What follows belongs to an exercise in optimizing a design on an open flow for a short achievable clock period and few clock cycles; a production flow would make more cautious choices. Where RTL was checked, it was by simulation tests only, not by an equivalence proof against the original. For runs 1 and 2, only the layout was checked, not whether the RTL still works. No activity file was given, so power comes from the tool's default toggle rates.

File: run.sh
#!/bin/bash
# synth_recipe.tcl (not shown) runs the flow's synth.tcl, then flattens the netlist and writes it again
# the make line also repeats each setting of config.mk as NAME=value (left out here)
make -C /OpenROAD-flow-scripts/flow DESIGN_CONFIG=/design/flow/config.mk WORK_HOME=/design/flow/orfs CLKGATE_MAP_FILE= SYNTH_SCRIPT=/design/flow/synth_recipe.tcl finish
File: config.mk
export PLATFORM = sky130hd
export DESIGN_NAME = cpu
export DESIGN_NICKNAME = cpu
export VERILOG_FILES = /design/flow/design.v
export SDC_FILE = /design/flow/constraint.sdc
export NUM_CORES = 4
export LEC_CHECK = 0
export ABC_CLOCK_PERIOD_IN_PS = 2000
export CAP_MARGIN = 20
export CORE_MARGIN = 2
export CORE_UTILIZATION = 25
export SETUP_SLACK_MARGIN = 2.0
export SLEW_MARGIN = 20
File: constraint.sdc
create_clock -name core_clock -period 4.0 [get_ports {clk}]
set_input_delay 0.8000 -clock core_clock [delete_from_list [all_inputs] [get_ports {clk}]]
set_output_delay 0.8000 -clock core_clock [all_outputs]
set_load 0.01 [all_outputs]
File: design.v
`timescale 1ns / 1ps
module cpu
#(
    parameter ADDR_WIDTH = 16,
    parameter DATA_WIDTH = 16
)
(
    input clk,
    input reset_n,
    input [DATA_WIDTH-1:0] data_in,
    output [ADDR_WIDTH-1:0] addr,
    output [DATA_WIDTH-1:0] data_out,
    output we_n
);
function [15:0] inc16(input [15:0] a);
    reg [15:0] c;
    integer i, l;
    begin
        c = a;               
        for (l = 1; l < 16; l = l * 2)
            for (i = 15; i >= 0; i = i - 1)
                if (i >= l) c[i] = c[i] & c[i - l];
        inc16 = a ^ {c[14:0], 1'b1};
    end
endfunction
function [31:0] grp_pg(input [15:0] a, input [15:0] b);
    reg [15:0] g, t, gp, pp;
    integer i;
    begin
        g = a & b;
        t = a ^ b;
        for (i = 0; i < 16; i = i + 1)
            if (i % 4 == 0) begin
                gp[i] = g[i];
                pp[i] = t[i];
            end else if (i % 4 == 1) begin
                gp[i] = g[i] | (t[i] & g[i - 1]);
                pp[i] = t[i] & t[i - 1];
            end else if (i % 4 == 2) begin
                gp[i] = g[i] | (t[i] & g[i - 1]) | (t[i] & t[i - 1] & g[i - 2]);
                pp[i] = t[i] & t[i - 1] & t[i - 2];
            end else begin
                gp[i] = g[i] | (t[i] & g[i - 1]) | (t[i] & t[i - 1] & g[i - 2]) |
                        (t[i] & t[i - 1] & t[i - 2] & g[i - 3]);
                pp[i] = t[i] & t[i - 1] & t[i - 2] & t[i - 3];
            end
        grp_pg = {gp, pp};
    end
endfunction
reg [15:0] A;        
reg [15:0] DO;       
reg        WEN;      
reg [15:0] PC;       
reg [15:0] AC;
reg        E;
reg        ACZ;      
reg [15:0] DT, DOR, GP, PP;   
reg        pend;     
reg sZ, sF, sI, sR, sW, sH;    
reg oAND, oADD, oLDA, oSTA, oBUN, oBSA, oISZ;
reg zskip;           
reg xv;
reg xcla, xcle, xcma, xcme, xcir, xcil, xinc, xspa, xsna, xsza, xsze, xhlt;
assign addr = A;
assign data_out = DO;
assign we_n = WEN;
wire [2:0] op = data_in[14:12];
wire       ib = data_in[15];
wire [11:0] f = data_in[11:0];
wire op7 = (op == 3'd7);
wire rr = op7 & ~ib;
wire zh = ~|f[11:8];
wire zm = ~|f[7:4];
wire zl = ~|f[3:0];
wire [15:0] pc1 = inc16(PC);
wire c1 = GP[3];
wire c2 = GP[7] | (PP[7] & GP[3]);
wire c3 = GP[11] | (PP[11] & GP[7]) | (PP[11] & PP[7] & GP[3]);
wire c4 = GP[15] | (PP[15] & GP[11]) | (PP[15] & PP[11] & GP[7]) |
          (PP[15] & PP[11] & PP[7] & GP[3]);
wire [3:0] cg = {c3, c2, c1, 1'b0};
reg [15:0] cin;
integer ci;
always @(*) begin
    for (ci = 0; ci < 16; ci = ci + 1)
        if (ci % 4 == 0) cin[ci] = cg[ci / 4];
        else             cin[ci] = GP[ci - 1] | (PP[ci - 1] & cg[ci / 4]);
end
wire [16:0] sum = {c4, DT ^ cin};
wire [15:0] ac_now = pend ? sum[15:0] : AC;
wire xskip = (xspa & ~AC[15]) | (xsna & AC[15]) | (xsza & ACZ) | (xsze & ~E);
wire acones = &AC;
wire xacz = xcla | ((xcma | xinc) & acones) | (xcir & ~E & ~|AC[15:1]) |
            (xcil & ~E & ~|AC[14:0]) | (~(xcla | xcma | xcir | xcil | xinc) & ACZ);
wire sumz = &(~(DT ^ {DOR[14:0], 1'b0}));
wire [15:0] xac = ({16{xcma}} & ~AC) |
                  ({16{xcir}} & {E, AC[15:1]}) |
                  ({16{xcil}} & {AC[14:0], E}) |
                  ({16{xinc}} & inc16(AC)) |
                  ({16{~(xcla | xcma | xcir | xcil | xinc)}} & AC);
wire xe = (~(xcle | xcme | xcir | xcil) & E) | (xcme & ~E) | (xcir & AC[0]) | (xcil & AC[15]);
wire drop = xv & (xskip | xhlt);
wire [15:0] ac_st = xv ? xac : ac_now;
wire bund = (op == 3'd4) & ~ib;
wire fgo = sF & ~drop;                      
wire [15:0] fz = {4'd0, f};
wire [15:0] a1 = inc16(A);
wire isk = oISZ & zskip;
wire nA_f    = fgo & ~op7;
wire nA_pc1  = sW & isk;
wire nA_pc   = (sR & ~oISZ) | (sW & ~oBSA & ~isk);
wire nA_a1   = (sF & (op7 | drop)) | (sW & oBSA);
wire nA_hold = (sR & oISZ) | sH;
wire [15:0] A_n = ({16{nA_f}} & fz) | ({16{nA_pc1}} & pc1) | ({16{sI}} & data_in) |
                  ({16{nA_pc}} & PC) | ({16{nA_a1}} & a1) | ({16{nA_hold}} & A);
wire nP_pc1  = sW & isk;
wire nP_a1   = sF | (sW & oBSA);
wire nP_hold = sI | sR | (sW & ~oBSA & ~isk) | sH;
wire [15:0] PC_n = ({16{nP_pc1}} & pc1) | ({16{nP_a1}} & a1) | ({16{nP_hold}} & PC);
wire opR = ~ib & ((op == 3'd0) | (op == 3'd1) | (op == 3'd2) | (op == 3'd6));
wire opW = ~ib & ((op == 3'd3) | (op == 3'd5));
wire sF_n = (sF & (drop ? ~xhlt : (op7 | bund))) | (sI & oBUN) | (sR & ~oISZ) | sW | sZ;
wire sI_n = fgo & ib & ~op7;
wire sR_n = (fgo & opR) | (sI & ~oBUN & ~oSTA & ~oBSA);
wire sW_n = (fgo & opW) | (sI & (oSTA | oBSA)) | (sR & oISZ);
wire sH_n = sH | (sF & drop & xhlt);
wire [15:0] DO_n = sF ? ((op == 3'd3) ? ac_st : a1) :
                   sI ? (oSTA ? AC : PC) :
                   sR ? inc16(data_in) : DO;
wire ac_and = sR & oAND;
wire ac_lda = sR & oLDA;
wire ac_hold = ~pend & ~xv & ~ac_and & ~ac_lda;
wire [15:0] AC_n = ({16{pend}} & sum[15:0]) | ({16{xv}} & xac) |
                   ({16{ac_and}} & (AC & data_in)) | ({16{ac_lda}} & data_in) |
                   ({16{ac_hold}} & AC);
wire ACZ_n = (pend & sumz) | (xv & xacz) | (ac_and & ~|(AC & data_in)) |
             (ac_lda & ~|data_in) | (ac_hold & ACZ);
wire E_n = (pend & sum[16]) | (xv & xe) | (~pend & ~xv & E);
always @(posedge clk or negedge reset_n) begin
    if (!reset_n) begin
        WEN <= 1'b1;
        PC <= 16'd0;
        AC <= 16'd0;
        ACZ <= 1'b1;
        E <= 1'b0;
        DT <= 16'd0;
        DOR <= 16'd0;
        GP <= 16'd0;
        PP <= 16'd0;
        pend <= 1'b0;
        sZ <= 1'b1; sF <= 1'b0; sI <= 1'b0; sR <= 1'b0; sW <= 1'b0; sH <= 1'b0;
        oAND <= 1'b0; oADD <= 1'b0; oLDA <= 1'b0; oSTA <= 1'b0;
        oBUN <= 1'b0; oBSA <= 1'b0; oISZ <= 1'b0;
        zskip <= 1'b0;
        xv <= 1'b0;
        xcla <= 1'b0; xcle <= 1'b0; xcma <= 1'b0; xcme <= 1'b0; xcir <= 1'b0; xcil <= 1'b0;
        xinc <= 1'b0; xspa <= 1'b0; xsna <= 1'b0; xsza <= 1'b0; xsze <= 1'b0; xhlt <= 1'b0;
    end else begin
        PC <= PC_n;
        WEN <= ~sW_n;
        sZ <= 1'b0; sF <= sF_n; sI <= sI_n; sR <= sR_n; sW <= sW_n; sH <= sH_n;
        if (sF) begin
            oAND <= (op == 3'd0);
            oADD <= (op == 3'd1);
            oLDA <= (op == 3'd2);
            oSTA <= (op == 3'd3);
            oBUN <= (op == 3'd4);
            oBSA <= (op == 3'd5);
            oISZ <= (op == 3'd6);
        end
        AC <= AC_n;
        ACZ <= ACZ_n;
        E <= E_n;
        pend <= sR & oADD;
        if (sR) begin
            DT <= AC ^ data_in;
            DOR <= AC | data_in;
            {GP, PP} <= grp_pg(AC, data_in);
            zskip <= &data_in;
        end
        xv <= fgo & op7;
        xcla <= rr & (f[11:8] == 4'h8) & zm & zl;
        xcle <= rr & (f[11:8] == 4'h4) & zm & zl;
        xcma <= rr & (f[11:8] == 4'h2) & zm & zl;
        xcme <= rr & (f[11:8] == 4'h1) & zm & zl;
        xcir <= rr & zh & (f[7:4] == 4'h8) & zl;
        xcil <= rr & zh & (f[7:4] == 4'h4) & zl;
        xinc <= rr & zh & (f[7:4] == 4'h2) & zl;
        xspa <= rr & zh & (f[7:4] == 4'h1) & zl;
        xsna <= rr & zh & zm & (f[3:0] == 4'h8);
        xsza <= rr & zh & zm & (f[3:0] == 4'h4);
        xsze <= rr & zh & zm & (f[3:0] == 4'h2);
        xhlt <= ib | (zh & zm & (f[3:0] == 4'h1));
    end
end
always @(posedge clk) begin
    A <= A_n;
    DO <= DO_n;
end
endmodule
==> results of run 1 <==
-- where the power goes --
part / internal [mW] / switching [mW] / total (mW) / leakage (nW)
Sequential: 2.17 / 0.643 / 2.81 / 1.71
Clock: 0.938 / 0.728 / 1.67 / 0.284
Combinational: 1.75 / 2.34 / 4.09 / 3.09
Total: 4.86 / 3.71 / 8.57 / 5.09
-- kinds of logic (layout without fill, tap and decap cells) --
| family | after synthesis | after routing |
|---|---|---|
| other | 1 | 1 |
| AND/OR/NAND/NOR | 323 | 325 |
| buffers and inverters | 139 | 246 |
| adder cells (fa/ha/maj) | 42 | 42 |
| multiplexers | 44 | 44 |
| XOR/XNOR | 62 | 62 |
| flip-flops | 151 | 151 |
| AO/OA/AOI/OAI | 312 | 312 |
-- what timing repair did --
item,CTS,global route
endpoints found under the setup margin,146,60
pin swaps,26,28
cloned,2,1
resized for setup,173,80
buffers inserted,69,18
-- registers in the layout (all words and copies together) (netlist names), 12 cells and up --
name,count
AC,16
A,16
DO,16
GP,16
PC,16
DOR,15
PP,13
DT,12
-- worst max path at each step --
stage | start | endpoint | slack (ns) | cells after the start
after floorplan | data_in[2] | ACZ$_DFF_PN1_ | 1.95 | 6
after global placement | data_in[12] | DO[10]$_DFFE_PP_ | 0.89 | 6
after detailed placement | data_in[12] | DO[6]$_DFFE_PP_ | 0.82 | 6
after CTS | GP[3]$_DFFE_PN0P_ | DO[13]$_DFFE_PP_ | 1.84 | 8
after global routing | GP[3]$_DFFE_PN0P_ | DO[13]$_DFFE_PP_ | 1.84 | 8
final | xcir$_DFF_PN0_ | DO[8]$_DFFE_PP_ | 1.91 | 7
-- area by class of cell --
class                           count  area, µm²
Timing Repair Buffer              160       1420
Clock buffer                       20        479
Inverter                           54        229
Multi-Input combinational cell    786       5840
Clock inverter                     12        113
Fill cell                        3985      26000
Tap cell                          518        648
Sequential cell                   151       3830
-- synthesized netlist by cell type (all sizes together), types with 13 or more instances --
cell,n
buf,44
nor4,30
nand4,23
mux2i,17
dfxtp,16
xnor2,31
a21o,13
a21oi,54
o21ai,95
mux2,27
nor3,18
nand2,110
ha,42
o211ai,18
edfxtp,16
a22oi,27
nand3,53
xor2,31
a222oi,17
nor2,44
dfrtp,116
clkbuf,41
inv,52
-- critical path: stages, from the launching register on --
cell and delay, ns:
dfrtp_1 0.42, buf_12 0.15, nor4_4 0.41, nand2b_2 0.24
a31o_1 0.28, a21oi_2 0.15, a21oi_2 0.07, o211ai_1 0.21
-- per-stage QoR --
step / cell area [µm²] / power [mW] / util, % / cells / hold slack, ns
final: 12600 / 8.57 / 32.6 / 1701 / 0.459
after global routing: 12600 / 9.05 / 32.6 / 1701 / 0.511
after CTS: 12200 / 8.25 / 31.6 / 1682 / 0.498
after detailed placement: 10700 / 6.33 / 27.8 / 1579 / 0.482
after global placement: 10700 / 6.29 / 27.8 / 1578 / 0.470
after floorplan: 9870 / 5.08 / - / 1074 / 0.442
-- routing by layer --
metal  vias up  track usage [%]  wire [µm]
li1       4165                -          -
met1      4523             22.9      14900
met2       549             27.6      16400
met3       120             2.96       3230
met4         4             6.96       1490
met5         -                0         27
==> results.py, run 1 <==
metrics = {
    "synthesis": {
        "synth.distinct_cells": 78,
        "synthMuxAreaShare_pct": 4.88,
        "ys.flop_type": "dfrtp_1",
        "syn_nets": 1134,
        "ys_ff_latch": 151,
        "synth_top_area_cell": "dfrtp_1",
        "async_reset_ff_share_pct": 78.8,
        "synth_edf_count": 16,
        "synth.area.top_cells": "dfrtp_1 30%, ha_1 5.4%, edfxtp_1 4.9%",
        "synthAdderAreaFrac_pct": 5.40,
        "synth_seq_area_share_pct": 38.9,
        "synth_compound_area_share_pct": 21.7,
        "syn_area_per_cell_um2": 9.06,
        "yosysTopAreaCellShare_pct": 29.8,
        "synth-xor-area-share_pct": 5.58,
        "syn_inst": 1074,
        "yosys_warnings": 1,
        "mappedNetlistArea_um2": 9730,
        "synth_top_family_by_area": "compound AO/OA/AOI/OAI gates",
        "yosys.area_share.simple_pct": 17.0,
    },
    "timing": {
        "finalSetupViolations": 0,
        "worst_slack_ns": 1.91,
        "fin_crit_sh_pct": 52.3,
        "rsz0062_at_grt": "yes",
        "finClkSkew_ns": 0.00956,
        "slew_violations": 0,
        "max_slew.worst_pin.slew_ns": 0.725,
        "finalHoldViolCount": 0,
        "fin_crit_ns": 2.09,
        "fmax_mhz": 478,
        "relSlewSlack_pct": 51.7,
        "finalSetupTns_ns": 0,
    },
    "routing": {
        "wl_um": 36100,
        "drc": 0,
        "vias": 9361,
        "drt_first_pass_iters": 7,
        "antenna_left": 0,
        "post_drt_via_cell_ratio": 5.50,
        "drt_iter0_markers": 1143,
        "wire_per_inst_um": 21.2,
    },
    "power": {
        "power_density_nw_per_um2": 682,
        "p_leak_nw": 5.09,
        "ir_drop_v": 0.000283,
    },
    "place": {
        "port_buffers": 50,
        "pre_cts_slack_ns": 0.824,
        "place.gp.congestion": 0.923,
        "place.detailed.hpwl_um": 24000,
    },
    "cts": {
        "cts.path.max_buffers": 2,
        "clock_latency_ns": 0.44,
        "cts_hold_buf": 0,
        "h-tree-depth": 4,
        "cts_tree": "yes",
        "cts_sinks": 151,
        "numCtsBuffers": 17,
        "root_buffer": "clkbuf_16",
        "clk_pin_slew_ns": 0.07,
    },
    "die": {
        "start_util_pct": 25.2,
        "core_area_um2": 38600,
        "die_area_um2": 40500,
        "rows": 72,
        "num_io_pins": 51,
        "fp.dieH_um": 201,
        "die_x_um": 201,
    },
    "critical_path": {
        "rrSetupSlack_ns": 1.91,
        "r2r_cells": 7,
        "r2r_start": "xcir$_DFF_PN0_",
        "required_ns": 4.27,
        "critPathKind": "flop to flop",
        "cp-end-kind": "flop",
        "cp.arrival_ns": 2.36,
        "r2r-end": "DO[8]$_DFFE_PP_",
        "critPathLaunchType": "flop",
        "cp_max_fo": 6,
    },
    "layout": {
        "layout_common_cells": "103 x nand2_1, 93 x dfrtp_1, 85 x buf_4",
        "drive_gt1_share_pct": 27.2,
        "syn_to_final_growth_pct": 29.1,
        "diodes": 0,
        "fin_nets": 1230,
        "final_common_cell": "nand2_1",
    },
    "hold_path": {
        "hold_class": "primary input to asynchronous set/reset pin",
    },
    "global_route": {
        "grt_pass1_vias": 9055,
        "grt_max_degree": 120,
        "grt-ovfl-total": 0,
        "grt_pass1_wl_um": 54300,
        "gr-usage-all-layers_pct": 17.2,
        "grt_antenna_before_repair": 2,
    },
    "flow_run": {
        "max_cap_viol_count": 0,
    },
    "status": {
        "outcome": "complete, no violations",
    },
}
==> inputs of run 2 (changes only) <==
--- a/config.mk
+++ b/config.mk
@@ -10,4 +10,4 @@
 export CORE_MARGIN = 2
 export CORE_UTILIZATION = 25
-export SETUP_SLACK_MARGIN = 2.0
+export SETUP_SLACK_MARGIN = 2.5
 export SLEW_MARGIN = 20
==> results.py, run 2 <==
metrics = {
    "synthesis": {
        "synth_top_area_cell": "dfrtp_1",
        "async_reset_ff_share_pct": 78.8,
        "mappedNetlistArea_um2": 9730,
        "yosys_warnings": 1,
        "synth.distinct_cells": 78,
        "synth.area.top_cells": "dfrtp_1 30%, ha_1 5.4%, edfxtp_1 4.9%",
        "ys.flop_type": "dfrtp_1",
        "syn_inst": 1074,
        "ys_ff_latch": 151,
        "syn_area_per_cell_um2": 9.06,
        "synth_edf_count": 16,
        "yosys-top-cells-count": "116 x dfrtp_1, 110 x nand2_1, 89 x o21ai_0",
        "syn_nets": 1134,
        "yosysTopAreaCellShare_pct": 29.8,
        "yosysMostFrequentCell": "dfrtp_1",
        "synth_seq_area_share_pct": 38.9,
    },
    "place": {
        "place.gp.congestion": 0.940,
        "place.detailed.hpwl_um": 24600,
        "port_buffers": 50,
    },
    "routing": {
        "drt_iter0_markers": 1794,
        "drt_first_pass_iters": 14,
        "antenna_left": 0,
        "drc": 0,
        "wl_um": 43000,
        "vias": 10600,
        "wire_per_inst_um": 23.6,
        "post_drt_via_cell_ratio": 5.81,
    },
    "layout": {
        "final_common_cell": "buf_4",
        "syn_to_final_growth_pct": 55.4,
        "drive_gt1_share_pct": 48.0,
        "fillers": 3638,
        "diodes": 0,
        "layout_common_cells": "153 x buf_4, 95 x nand2_1, 83 x dfrtp_1",
        "fin_nets": 1353,
    },
    "power": {
        "power_frac_seq_pct": 28.5,
        "power.switching_mw": 4.35,
        "comb_power_share_pct": 54.9,
        "p_leak_nw": 6.14,
        "p_sw_share_pct": 43.0,
        "pwr-share-clk_pct": 16.7,
        "ir_drop_v": 0.000305,
        "power_density_nw_per_um2": 671,
        "p_int_mw": 5.78,
        "p_total_mw": 10.1,
    },
    "cts": {
        "cts.path.max_buffers": 2,
        "clk_pin_slew_ns": 0.07,
        "clock_latency_ns": 0.44,
        "cts_sinks": 151,
        "root_buffer": "clkbuf_16",
        "cts_hold_buf": 0,
        "cts_tree": "yes",
        "h-tree-depth": 4,
        "numCtsBuffers": 17,
    },
    "die": {
        "num_io_pins": 51,
        "start_util_pct": 25.2,
        "fp.dieH_um": 201,
        "die_x_um": 201,
        "die_area_um2": 40500,
        "rows": 72,
        "core_area_um2": 38600,
    },
    "critical_path": {
        "cp-end-kind": "flop",
        "r2r_start": "GP[3]$_DFFE_PN0P_",
        "critPathKind": "flop to flop",
        "required_ns": 4.18,
        "slowest_stage": "dfrtp_2",
        "r2r_cells": 8,
        "r2r-end": "DO[13]$_DFFE_PP_",
        "critPathLaunchType": "flop",
        "slowest_delay_ns": 0.43,
        "cp.arrival_ns": 2.40,
        "rrSetupSlack_ns": 1.78,
        "path_cells": "a21o_1, a21o_4, ha_4, or3_4, nand3_4, o21ai_2, a211oi_2, o21ai_1",
        "cp_max_fo": 2,
    },
    "timing": {
        "finalSetupTns_ns": 0,
        "relSlewSlack_pct": 52.5,
        "finalSetupViolations": 0,
        "max_slew.worst_pin.slew_ns": 0.713,
        "holdWs_ns": 0.395,
        "fin_crit_ns": 2.22,
        "fin_crit_sh_pct": 55.5,
        "finalHoldViolCount": 0,
        "slew_violations": 0,
        "finClkSkew_ns": 0.00731,
        "fmax_mhz": 450,
        "rsz0062_at_grt": "yes",
    },
    "global_route": {
        "gr-usage-all-layers_pct": 20.2,
        "grt_pass1_wl_um": 62700,
        "grt_max_degree": 69,
        "grt_pass1_vias": 10098,
        "grt_antenna_before_repair": 1,
        "grt-ovfl-total": 0,
    },
    "hold_path": {
        "hold_class": "primary input to asynchronous set/reset pin",
    },
    "flow_run": {
        "max_cap_viol_count": 0,
    },
    "status": {
        "outcome": "complete, no violations",
    },
}
run 2: worst max-delay path, delay by kind of cell, from the launching register on:
kind / cells / cell delay (ns)
and+or+nand+nor: 2 / 0.45
adders and majority gates: 1 / 0.16
DFF: 1 / 0.43
AOI/OAI and AO/OA: 5 / 0.92
run 2: worst max-delay path by stage:
stage                            from               end  cells after the start
global route        GP[3]$_DFFE_PN0P_  DO[13]$_DFFE_PP_                      8
floorplan                  data_in[2]     ACZ$_DFF_PN1_                      6
global placement          data_in[13]     A[10]$_DFF_P_                      7
CTS                 GP[3]$_DFFE_PN0P_  DO[13]$_DFFE_PP_                      8
detailed placement        data_in[12]     A[10]$_DFF_P_                      7
finish              GP[3]$_DFFE_PN0P_  DO[13]$_DFFE_PP_                      8
run 2: cell type report:
cell class | instances | area (µm²) | area share, %
clock buffers | 20 | 478 | 3.16
clock inverters | 12 | 119 | 0.787
inverters | 54 | 303 | 2.00
multi-input cells | 788 | 6890 | 45.6
flip-flops and latches | 151 | 3890 | 25.8
well taps | 518 | 648 | 4.29
repair buffers | 281 | 2790 | 18.4
run 2: what timing repair did:
item	CTS	global route
pin swaps	76	81
endpoints found under the setup margin	197	144
buffers inserted	164	41
gates resized for setup	525	98
gates cloned	8	2
run 2: routing by layer:
metal | up-vias | track usage (%) | wire length [µm]
met5 | - | 0 | 0
met3 | 216 | 5.25 | 4590
li1 | 4432 | - | -
met1 | 5188 | 25.8 | 16500
met4 | 0 | 9.98 | 2450
met2 | 764 | 31.5 | 19400
run 2: kinds of logic (layout without fill, tap and decap cells):
group	count (synthesis)	after routing	synth area share (%)
AND/OR/NAND/NOR	323	326	17.0
AO/OA/AOI/OAI	312	313	21.7
flip-flops	151	151	38.9
buffers and inverters	139	367	6.48
XOR/XNOR	62	62	5.58
multiplexers	44	44	4.88
adder cells (fa/ha/maj)	42	42	5.40
other	1	1	0.0386
run 2: per-stage QoR:
stage / util (%) / instance area [µm²] / setup WS [ns] / instances
after floorplan: - / 10500 / 1.95 / 1074
after global placement: 29.0 / 11200 / 0.804 / 1577
after detailed placement: 29.0 / 11200 / 0.808 / 1577
after CTS: 37.1 / 14300 / 1.71 / 1781
after global routing: 39.2 / 15100 / 1.76 / 1824
final: 39.2 / 15100 / 1.78 / 1824
run 2: power groups by stage:
stage	Clock [mW]	Combinational (mW)	Sequential [mW]
after floorplan	0	2.72	2.60
after global placement	0	3.54	2.97
after detailed placement	0	3.60	2.97
after global routing	1.75	5.90	2.95
after CTS	1.68	4.89	2.86
final	1.69	5.56	2.89
==> inputs of run 3 (changes only) <==
--- a/design.v
+++ b/design.v
@@ -57,5 +57,5 @@
 reg [15:0] DT, DOR, GP, PP;   
 reg        pend;     
-reg sZ, sF, sI, sR, sW, sH;    
+reg sF, sI, sR, sW, sH;
 reg oAND, oADD, oLDA, oSTA, oBUN, oBSA, oISZ;
 reg zskip;           
@@ -120,5 +120,5 @@
 wire opR = ~ib & ((op == 3'd0) | (op == 3'd1) | (op == 3'd2) | (op == 3'd6));
 wire opW = ~ib & ((op == 3'd3) | (op == 3'd5));
-wire sF_n = (sF & (drop ? ~xhlt : (op7 | bund))) | (sI & oBUN) | (sR & ~oISZ) | sW | sZ;
+wire sF_n = (sF & (drop ? ~xhlt : (op7 | bund))) | (sI & oBUN) | (sR & ~oISZ) | sW;
 wire sI_n = fgo & ib & ~op7;
 wire sR_n = (fgo & opR) | (sI & ~oBUN & ~oSTA & ~oBSA);
@@ -139,4 +139,6 @@
 always @(posedge clk or negedge reset_n) begin
     if (!reset_n) begin
+        A <= 16'd0;
+        DO <= 16'd0;
         WEN <= 1'b1;
         PC <= 16'd0;
@@ -149,5 +151,5 @@
         PP <= 16'd0;
         pend <= 1'b0;
-        sZ <= 1'b1; sF <= 1'b0; sI <= 1'b0; sR <= 1'b0; sW <= 1'b0; sH <= 1'b0;
+        sF <= 1'b1; sI <= 1'b0; sR <= 1'b0; sW <= 1'b0; sH <= 1'b0;
         oAND <= 1'b0; oADD <= 1'b0; oLDA <= 1'b0; oSTA <= 1'b0;
         oBUN <= 1'b0; oBSA <= 1'b0; oISZ <= 1'b0;
@@ -157,7 +159,9 @@
         xinc <= 1'b0; xspa <= 1'b0; xsna <= 1'b0; xsza <= 1'b0; xsze <= 1'b0; xhlt <= 1'b0;
     end else begin
+        A <= A_n;
         PC <= PC_n;
+        DO <= DO_n;
         WEN <= ~sW_n;
-        sZ <= 1'b0; sF <= sF_n; sI <= sI_n; sR <= sR_n; sW <= sW_n; sH <= sH_n;
+        sF <= sF_n; sI <= sI_n; sR <= sR_n; sW <= sW_n; sH <= sH_n;
         if (sF) begin
             oAND <= (op == 3'd0);
@@ -194,7 +198,3 @@
     end
 end
-always @(posedge clk) begin
-    A <= A_n;
-    DO <= DO_n;
-end
 endmodule
--- a/config.mk
+++ b/config.mk
@@ -9,5 +9,5 @@
 export CAP_MARGIN = 20
 export CORE_MARGIN = 2
-export CORE_UTILIZATION = 25
-export SETUP_SLACK_MARGIN = 2.5
+export CORE_UTILIZATION = 40
+export SETUP_SLACK_MARGIN = 2.0
 export SLEW_MARGIN = 20
==> results.py, run 3 <==
metrics = {
    "place": {
        "place.detailed.hpwl_um": 26100,
        "dp_cells": 1450,
        "port_buffers": 50,
        "place.gp.congestion": 0.986,
        "placedInstanceArea_um2": 10900,
    },
    "routing": {
        "post_drt_via_cell_ratio": 6.33,
        "antenna_left": 0,
        "vias": 9914,
        "wl_um": 37600,
        "drt_first_pass_iters": 7,
        "wire_per_inst_um": 24.0,
        "drc": 0,
        "drt_iter0_markers": 1289,
    },
    "synthesis": {
        "synth_top_area_cell": "dfrtp_1",
        "syn_inst": 1126,
        "syn_area_per_cell_um2": 8.92,
        "ys_ff_latch": 150,
        "synth-xor-area-share_pct": 4.62,
        "yosys_warnings": 1,
        "synth_compound_area_share_pct": 21.6,
        "synth_seq_area_share_pct": 37.4,
        "syn_nets": 1186,
        "mappedNetlistArea_um2": 10000,
        "yosysMostFrequentCell": "dfrtp_1",
        "synth.distinct_cells": 76,
        "async_reset_ff_share_pct": 100,
        "synthAdderAreaFrac_pct": 5.23,
        "synth_top_family_by_area": "compound AO/OA/AOI/OAI gates",
        "yosys-top-cells-count": "147 x dfrtp_1, 88 x nand2_1, 79 x inv_1",
        "yosysTopAreaCellShare_pct": 36.6,
        "yosys.area_share.simple_pct": 17.1,
        "ys.flop_type": "dfrtp_1",
        "synth_edf_count": 0,
        "synth.area.top_cells": "dfrtp_1 37%, ha_1 5.2%, mux2_2 3.5%",
        "synthMuxAreaShare_pct": 6.77,
    },
    "global_route": {
        "grt_pass1_wl_um": 57500,
        "gr-usage-all-layers_pct": 28.6,
        "globalRouteMet2Util_pct": 44.8,
        "grt_max_degree": 79,
        "grt_pass1_vias": 9366,
        "use_met3_pct": 5.78,
        "grt-busiest-layer": "met2",
        "grt-ovfl-total": 0,
        "grt_antenna_before_repair": 0,
        "gr-usage-met1_pct": 39.7,
    },
    "layout": {
        "diodes": 0,
        "finalNonFillerCells": 1566,
        "final_common_cell": "dfrtp_1",
        "fin_area_um2": 12500,
        "fin_nets": 1290,
        "final_util_pct": 50.9,
        "layout_common_cells": "116 x dfrtp_1, 107 x buf_4, 87 x nand2_1",
        "fillers": 2286,
        "syn_to_final_growth_pct": 24.1,
        "drive_gt1_share_pct": 24.1,
    },
    "die": {
        "num_io_pins": 51,
        "die_x_um": 162,
        "die_area_um2": 26400,
        "rows": 57,
        "start_util_pct": 41.0,
        "core_area_um2": 24500,
        "fp.dieH_um": 162,
    },
    "critical_path": {
        "path_cells": "buf_12, ha_4, nand4_4, or4_4, or4_1, and3_4, a211oi_2",
        "critPathKind": "primary input to flop",
        "critPathLaunchType": "primary input",
        "slowest_stage": "or4_4",
        "cp.arrival_ns": 2.46,
        "required_ns": 4.35,
        "cp_max_fo": 3,
        "slowest_delay_ns": 0.58,
        "cp-end-kind": "flop",
    },
    "flow_run": {
        "max_cap_viol_count": 0,
    },
    "cts": {
        "h-tree-depth": 4,
        "cts_tree": "yes",
        "clk_pin_slew_ns": 0.07,
        "numCtsBuffers": 17,
        "root_buffer": "clkbuf_16",
        "cts_sinks": 150,
        "cts_hold_buf": 0,
        "clock_latency_ns": 0.44,
        "cts.path.max_buffers": 2,
    },
    "timing": {
        "finalSetupTns_ns": 0,
        "finClkSkew_ns": 0.0110,
        "finalSetupViolations": 0,
        "rsz0062_at_grt": "yes",
        "max_slew.worst_pin.slew_ns": 0.812,
        "slew_violations": 0,
        "fmax_mhz": 475,
        "relSlewSlack_pct": 45.9,
        "finalHoldViolCount": 0,
        "fin_crit_ns": 2.11,
        "fin_crit_sh_pct": 52.7,
    },
    "power": {
        "p_leak_nw": 5.36,
        "p_total_mw": 8.26,
        "power_density_nw_per_um2": 663,
        "ir_drop_v": 0.000316,
    },
    "hold_path": {
        "hold_class": "primary input to asynchronous set/reset pin",
    },
    "status": {
        "outcome": "complete, no violations",
    },
}
==> run 3: logic make-up after synthesis <==
family                     Yosys count
and+or+nand+nor                    339
adders and majority gates           42
AOI/OAI and AO/OA                  310
xor gates and xnor gates            53
buffers and inverters              168
muxes                               64
DFF                                150
==> run 3: power by group <==
| group | leakage [nW] | switching [mW] | internal (mW) |
|---|---|---|---|
| Clock | 0.279 | 0.685 | 0.931 |
| Combinational | 3.22 | 2.26 | 1.66 |
| Sequential | 1.86 | 0.616 | 2.11 |
| Total | 5.36 | 3.56 | 4.70 |
==> run 3: area by class of cell <==
cell class	instances	area [µm²]	area share (%)
repair buffers	171	1430	11.5
clock buffers	19	443	3.55
multi-input cells	809	5940	47.7
repair inverters	1	5.00	0.0402
well taps	324	405	3.25
clock inverters	12	130	1.04
flip-flops and latches	150	3800	30.5
inverters	80	308	2.47
==> run 3: repair_timing <==
action / CTS / global route
pin swaps: 21 / 15
gates cloned: 1 / 2
endpoints found under the setup margin: 129 / 46
setup buffers: 59 / 23
resized for setup: 166 / 54
==> run 3: worst paths after layout <==
kind | from | to | slack, ns | cells past startpoint
max | data_in[1] | DO[14]$_DFFE_PN0P_ | 1.89 | 7
min | reset_n | sW$_DFF_PN0_ | 0.41 | 1
max reg2reg | xcir$_DFF_PN0_ | DO[6]$_DFFE_PN0P_ | 1.96 | 7
min reg2reg | sH$_DFF_PN0_ | sH$_DFF_PN0_ | 0.49 | 1
max in group asynchronous | reset_n | ACZ$_DFF_PN1_ | 2.73 | 2
min in group core_clock | sH$_DFF_PN0_ | sH$_DFF_PN0_ | 0.49 | 1
==> run 3: critical path: cells and delay by family <==
| family | cells | cell delay (ns) |
|---|---|---|
| AND/OR/NAND/NOR | 4 | 1.30 |
| adder cells (fa/ha/maj) | 1 | 0.15 |
| AO/OA/AOI/OAI | 1 | 0.13 |
| buffers and inverters | 1 | 0.08 |
==> run 3: metal layers <==
metal  part of all wire, %  vias to the layer above  routed length, µm
met1                    42                     4784              15700
li1                      -                     4399                  -
met4                   3.8                        0               1430
met3                    10                      104               3850
met2                    44                      627              16700
met5                     0                        -                  0
==> run 3: per-stage QoR <==
stage	worst slack, ns	hold slack, ns
2_1_floorplan	1.62	0.442
3_3_place_gp	0.802	0.457
3_5_place_dp	0.783	0.475
4_1_cts	1.87	0.445
5_1_grt	1.86	0.472
6_report	1.89	0.415
Testbench counts of run 3, summed over its fixed seeds: cycles 9,108.
==> inputs of run 4 (changes only) <==
--- a/config.mk
+++ b/config.mk
@@ -9,5 +9,5 @@
 export CAP_MARGIN = 20
 export CORE_MARGIN = 2
-export CORE_UTILIZATION = 40
+export CORE_UTILIZATION = 25
 export SETUP_SLACK_MARGIN = 2.0
 export SLEW_MARGIN = 20
==> results.py, run 4 <==
metrics = {
    "routing": {
        "drt_iter0_markers": 1526,
        "vias": 10003,
        "post_drt_via_cell_ratio": 5.70,
        "wl_um": 39200,
        "antenna_left": 0,
        "drc": 0,
        "wire_per_inst_um": 22.3,
        "drt_first_pass_iters": 10,
    },
    "critical_path": {
        "cp-end-kind": "flop",
        "rrSetupSlack_ns": 1.98,
        "critPathLaunchType": "primary input",
        "path_cells": "clkbuf_4, nand4_4, or4_4, or4_1, and3_4, a211oi_2",
        "crit_cells": 6,
        "cpLargestDelayFamily": "simple AND/OR/NAND/NOR gates",
        "required_ns": 4.35,
        "cp_max_fo": 8,
        "r2r_start": "AC[6]$_DFF_PN0_",
        "critPathKind": "primary input to flop",
        "slowest_stage": "or4_4",
        "cp.buffers_inverters": 1,
        "r2r_cells": 7,
        "slowest_delay_ns": 0.52,
        "cp.arrival_ns": 2.41,
        "r2r-end": "AC[10]$_DFF_PN0_",
    },
    "die": {
        "die_x_um": 204,
        "start_util_pct": 25.3,
        "core_area_um2": 39700,
        "rows": 73,
        "num_io_pins": 51,
        "die_area_um2": 41800,
        "fp.dieH_um": 204,
    },
    "layout": {
        "fin_nets": 1279,
        "diodes": 0,
        "final_util_pct": 31.9,
        "layout_common_cells": "112 x dfrtp_1, 100 x buf_4, 86 x nand2_1",
        "fillers": 4134,
        "syn_to_final_growth_pct": 26.4,
        "final_common_cell": "dfrtp_1",
        "drive_gt1_share_pct": 24.2,
        "fin_area_um2": 12700,
    },
    "global_route": {
        "grt_pass1_vias": 9446,
        "grt_antenna_before_repair": 1,
        "grt_pass1_wl_um": 59400,
        "grt-ovfl-total": 0,
        "gr-usage-all-layers_pct": 18.5,
        "grt_max_degree": 89,
    },
    "timing": {
        "finalHoldViolCount": 0,
        "holdWs_ns": 0.293,
        "finClkSkew_ns": 0.0159,
        "max_slew.worst_pin.slew_ns": 0.821,
        "relSlewSlack_pct": 45.3,
        "finalSetupTns_ns": 0,
        "fin_crit_ns": 2.06,
        "slew_violations": 0,
        "fin_crit_sh_pct": 51.4,
        "finalSetupViolations": 0,
        "fmax_mhz": 486,
        "rsz0062_at_grt": "yes",
    },
    "synthesis": {
        "yosys-top-cells-count": "147 x dfrtp_1, 88 x nand2_1, 79 x inv_1",
        "syn_nets": 1186,
        "syn_inst": 1126,
        "synth.area.top_cells": "dfrtp_1 37%, ha_1 5.2%, mux2_2 3.5%",
        "ys.flop_type": "dfrtp_1",
        "synth.distinct_cells": 76,
        "synth_seq_area_share_pct": 37.4,
        "yosysTopAreaCellShare_pct": 36.6,
        "yosys_warnings": 1,
        "synth_edf_count": 0,
        "yosysMostFrequentCell": "dfrtp_1",
        "mappedNetlistArea_um2": 10000,
        "syn_area_per_cell_um2": 8.92,
        "async_reset_ff_share_pct": 100,
        "ys_ff_latch": 150,
        "synth_top_area_cell": "dfrtp_1",
    },
    "cts": {
        "cts.path.max_buffers": 2,
        "h-tree-depth": 4,
        "cts_hold_buf": 0,
        "cts_tree": "yes",
        "numCtsBuffers": 17,
        "clock_latency_ns": 0.43,
        "root_buffer": "clkbuf_16",
        "cts_sinks": 150,
        "clk_pin_slew_ns": 0.07,
    },
    "place": {
        "placedInstanceArea_um2": 11100,
        "place.gp.congestion": 0.969,
        "place.detailed.hpwl_um": 26700,
        "port_buffers": 50,
    },
    "power": {
        "p_leak_nw": 5.32,
        "power_density_nw_per_um2": 672,
        "p_total_mw": 8.52,
        "ir_drop_v": 0.000244,
    },
    "status": {
        "outcome": "complete, no violations",
    },
    "flow_run": {
        "max_cap_viol_count": 0,
    },
    "hold_path": {
        "hold_class": "primary input to asynchronous set/reset pin",
    },
}
## run 4: repair_timing
action / in CTS / in global routing
buffers inserted: 60 / 20
pin swaps: 19 / 16
gates resized for setup: 187 / 57
cloned: 0 / 1
setup endpoints to repair: 145 / 52
hold endpoints to repair: 0 / 0
## run 4: stage by stage
| stage | std cells | setup slack (ns) |
|---|---|---|
| floorplan | 1126 | 1.62 |
| global placement | 1644 | 0.841 |
| detailed placement | 1644 | 0.778 |
| CTS | 1735 | 1.90 |
| global route | 1756 | 1.88 |
| finish | 1756 | 1.94 |
## run 4: cell families (layout without fill, tap and decap cells)
kind of cell	count (synthesis)	after routing	share of synthesized area, %
adder cells (fa/ha/maj)	42	42	5.23
AND/OR/NAND/NOR	339	339	17.1
XOR/XNOR	53	53	4.62
AO/OA/AOI/OAI	310	311	21.6
multiplexers	64	64	6.77
buffers and inverters	168	272	7.18
flip-flops	150	150	37.4
## run 4: worst max-delay path by stage
| stage | from | to | slack, ns |
|---|---|---|---|
| after CTS | data_in[6] | DO[14]$_DFFE_PN0P_ | 1.90 |
| after global placement | data_in[3] | DO[14]$_DFFE_PN0P_ | 0.84 |
| after floorplan | data_in[0] | DO[14]$_DFFE_PN0P_ | 1.62 |
| final | data_in[4] | DO[14]$_DFFE_PN0P_ | 1.94 |
| after detailed placement | data_in[5] | DO[7]$_DFFE_PN0P_ | 0.78 |
| after global routing | data_in[14] | DO[15]$_DFFE_PN0P_ | 1.88 |
## run 4: power by group
group | internal [mW] | total (mW) | leakage [nW] | switching (mW)
logic | 1.72 | 4.04 | 3.17 | 2.32
registers | 2.11 | 2.79 | 1.85 | 0.680
clock network | 0.999 | 1.69 | 0.291 | 0.688
## run 4: layout make-up
cell class / count / area, µm² / share of cell area (%)
Sequential cell: 150 / 3810 / 30.0
Clock inverter: 11 / 148 / 1.16
Inverter: 80 / 318 / 2.50
Timing Repair Buffer: 161 / 1340 / 10.6
Tap cell: 525 / 657 / 5.18
Multi-Input combinational cell: 809 / 5970 / 47.1
Clock buffer: 20 / 447 / 3.52
## run 4: metal layers
metal / share of wire (%) / global-route usage (%) / vias to the layer above
li1: - / - / 4378
met1: 42 / 25.8 / 4882
met2: 44 / 28.2 / 648
met3: 10 / 3.84 / 95
met4: 3.8 / 6.31 / 0
met5: 0 / 0 / -
==> inputs of run 5 (changes only) <==
--- a/config.mk
+++ b/config.mk
@@ -10,4 +10,5 @@
 export CORE_MARGIN = 2
 export CORE_UTILIZATION = 25
-export SETUP_SLACK_MARGIN = 2.0
+export SETUP_SLACK_MARGIN = 2.2
 export SLEW_MARGIN = 20
+export TNS_END_PERCENT = 100
==> results.py, run 5 <==
metrics = {
    "cts": {
        "cts.path.max_buffers": 2,
        "clock_latency_ns": 0.44,
        "numCtsBuffers": 17,
        "cts_hold_buf": 0,
        "clk_pin_slew_ns": 0.07,
        "root_buffer": "clkbuf_16",
        "cts_tree": "yes",
        "cts_sinks": 150,
        "h-tree-depth": 4,
    },
    "die": {
        "die_area_um2": 41800,
        "start_util_pct": 25.3,
        "rows": 73,
        "fp.dieH_um": 204,
        "die_x_um": 204,
        "num_io_pins": 51,
        "core_area_um2": 39700,
    },
    "synthesis": {
        "yosysTopAreaCellShare_pct": 36.6,
        "syn_nets": 1186,
        "synth_seq_area_share_pct": 37.4,
        "synth_edf_count": 0,
        "yosys_warnings": 1,
        "yosysMostFrequentCell": "dfrtp_1",
        "mappedNetlistArea_um2": 10000,
        "synth_top_area_cell": "dfrtp_1",
        "ys_ff_latch": 150,
        "syn_inst": 1126,
        "synth.area.top_cells": "dfrtp_1 37%, ha_1 5.2%, mux2_2 3.5%",
        "syn_area_per_cell_um2": 8.92,
        "synth.distinct_cells": 76,
        "async_reset_ff_share_pct": 100,
        "ys.flop_type": "dfrtp_1",
        "yosys-top-cells-count": "147 x dfrtp_1, 88 x nand2_1, 79 x inv_1",
    },
    "power": {
        "p_leak_nw": 5.85,
        "ir_drop_v": 0.000320,
        "power_density_nw_per_um2": 661,
    },
    "place": {
        "place.detailed.hpwl_um": 27800,
        "place.gp.congestion": 0.970,
        "placedInstanceArea_um2": 11200,
        "port_buffers": 50,
    },
    "critical_path": {
        "rrSetupSlack_ns": 1.96,
        "cp_max_fo": 3,
        "startpoint": "data_in[1]",
        "crit_path_end": "DO[14]$_DFFE_PN0P_",
        "r2r_start": "GP[3]$_DFFE_PN0P_",
        "r2r-end": "DO[13]$_DFFE_PN0P_",
        "cp.arrival_ns": 2.50,
        "required_ns": 4.35,
        "r2r_cells": 9,
        "critPathLaunchType": "primary input",
        "critPathKind": "primary input to flop",
        "cp-end-kind": "flop",
    },
    "timing": {
        "relSlewSlack_pct": 38.2,
        "fmax_mhz": 466,
        "finalHoldViolCount": 0,
        "fin_crit_ns": 2.14,
        "rsz0062_at_grt": "yes",
        "finalSetupTns_ns": 0,
        "finClkSkew_ns": 0.0106,
        "fin_crit_sh_pct": 53.6,
        "max_slew.worst_pin.slew_ns": 0.928,
        "slew_violations": 0,
        "finalSetupViolations": 0,
    },
    "layout": {
        "fin_nets": 1358,
        "layout_common_cells": "148 x buf_4, 104 x dfrtp_1, 80 x nand2_1",
        "syn_to_final_growth_pct": 40.3,
        "final_common_cell": "buf_4",
        "drive_gt1_share_pct": 37.7,
        "fin_area_um2": 14100,
        "fillers": 3950,
    },
    "global_route": {
        "grt-ovfl-total": 0,
        "gr-usage-all-layers_pct": 19.4,
        "grt_antenna_before_repair": 1,
        "grt_pass1_vias": 9912,
        "grt_pass1_wl_um": 62000,
        "grt_max_degree": 90,
    },
    "routing": {
        "wire_per_inst_um": 22.7,
        "drt_first_pass_iters": 7,
        "drc": 0,
        "wl_um": 41700,
        "vias": 10549,
        "drt_iter0_markers": 1395,
        "antenna_left": 0,
        "post_drt_via_cell_ratio": 5.74,
    },
    "hold_path": {
        "hold_class": "primary input to asynchronous set/reset pin",
    },
    "status": {
        "outcome": "complete, no violations",
    },
    "flow_run": {
        "max_cap_viol_count": 0,
    },
}
[run 5: cell counts after synthesis]
No cell type changed its count.
[run 5: stage by stage]
stage	cells	utilization (%)	setup slack, ns	power, mW	hold WS (ns)
finish	1837	35.4	1.86	9.31	0.452
global route	1836	35.4	1.83	9.77	0.512
CTS	1783	33.0	1.87	8.67	0.489
detailed placement	1648	28.3	0.806	6.31	0.473
global placement	1648	28.3	0.840	6.27	0.459
floorplan	1126	-	1.62	4.93	0.442
[run 5: critical path, cell delays in order]
cell      delay, ns
buf_8          0.08
ha_4           0.16
nand4_4        0.11
or4_4          0.53
or4_1          0.49
and3_4         0.17
a211oi_2       0.16
[run 5: area by class of cell]
class	instances	area, µm²	share of cell area [%]
antenna	1	2.50	0.0178
clock buffer	24	492	3.49
clock inverter	8	123	0.871
inverter	80	345	2.45
multi-input combinational	811	6570	46.6
sequential	150	3820	27.1
tap	525	657	4.66
timing repair buffer	238	2080	14.8
[run 5: where the power goes]
part           total (mW)  leakage (nW)  switching, mW  internal (mW)
combinational        4.68          3.71           2.54           2.15
sequential           2.88          1.84          0.762           2.12
clock                1.74         0.292          0.698           1.05
[run 5: how the worst min path moves through the flow]
| stage | start | endpoint | slack [ns] | cells past startpoint |
|---|---|---|---|---|
| 6_report | reset_n | A[14]$_DFF_PN0_ | 0.45 | 1 |
| 5_1_grt | oAND$_DFFE_PN0P_ | oAND$_DFFE_PN0P_ | 0.51 | 2 |
| 4_1_cts | reset_n | oISZ$_DFFE_PN0P_ | 0.49 | 1 |
| 3_5_place_dp | oAND$_DFFE_PN0P_ | oAND$_DFFE_PN0P_ | 0.47 | 2 |
| 3_3_place_gp | oAND$_DFFE_PN0P_ | oAND$_DFFE_PN0P_ | 0.46 | 2 |
| 2_1_floorplan | oAND$_DFFE_PN0P_ | oAND$_DFFE_PN0P_ | 0.44 | 2 |
[run 5: routing by layer]
layer	global-route usage [%]	share of wire, %
met1	26.8	42
met2	28.9	45
met3	4.66	10
met4	8.36	3.4
met5	0	0.031
[run 5: cell families (layout without fill, tap and decap cells)]
family,Yosys count,count (layout),share of synthesized area [%]
flops,150,150,37.4
fa+ha+maj,42,42,5.23
xor+xnor,53,53,4.62
other cells,0,1,0
compound gates,310,312,21.6
mux,64,64,6.77
simple gates,339,340,17.1
buf+inv,168,350,7.18
[run 5: repair_timing]
item,4_1_cts,5_1_grt
gates cloned,3,1
pin swaps,50,63
setup endpoints to repair,158,98
setup buffers,100,52
gates resized for setup,380,121

-- separate check: timing with driven ports --
The results above use ideal ports. As a check the final layouts listed here were re-extracted and re-timed, cells and wires unchanged.
Step 1: set_driving_cell puts a clkbuf_16 on clk and a buf_2 on each other input, an assumption about the parent block.
Step 2, shift: input delay + t, output delay - t, t = (earliest + latest rising clock arrival at the registers) / 2. This alone moves slack from input paths to output paths.
a / b / c = ideal / step 1 / step 2; a / b = the first two.
run	shift t [ns]	setup WS [ns]	worst hold slack (ns)	worst setup path at the end	clock arrival spread, ns
run 1	0.484	1.907 / 1.907 / 1.505	0.459 / 0.441 / 0.498	input to register	0.011 / 0.011
run 2	0.487	1.778 / 1.778 / 1.547	0.395 / 0.378 / 0.494	input to register	0.008 / 0.007
run 3	0.483	1.893 / 1.880 / 1.396	0.415 / 0.402 / 0.494	input to register	0.011 / 0.011
run 4	0.479	1.943 / 1.946 / 1.467	0.293 / 0.294 / 0.493	input to register	0.017 / 0.016
run 5	0.487	1.856 / 1.847 / 1.360	0.452 / 0.447 / 0.489	input to register	0.011 / 0.010
After both steps setup and hold are still met in every run listed. For run 3, which loses most, drivers alone change the setup slack by -0.013 ns; drivers and shift together by -0.497 ns.
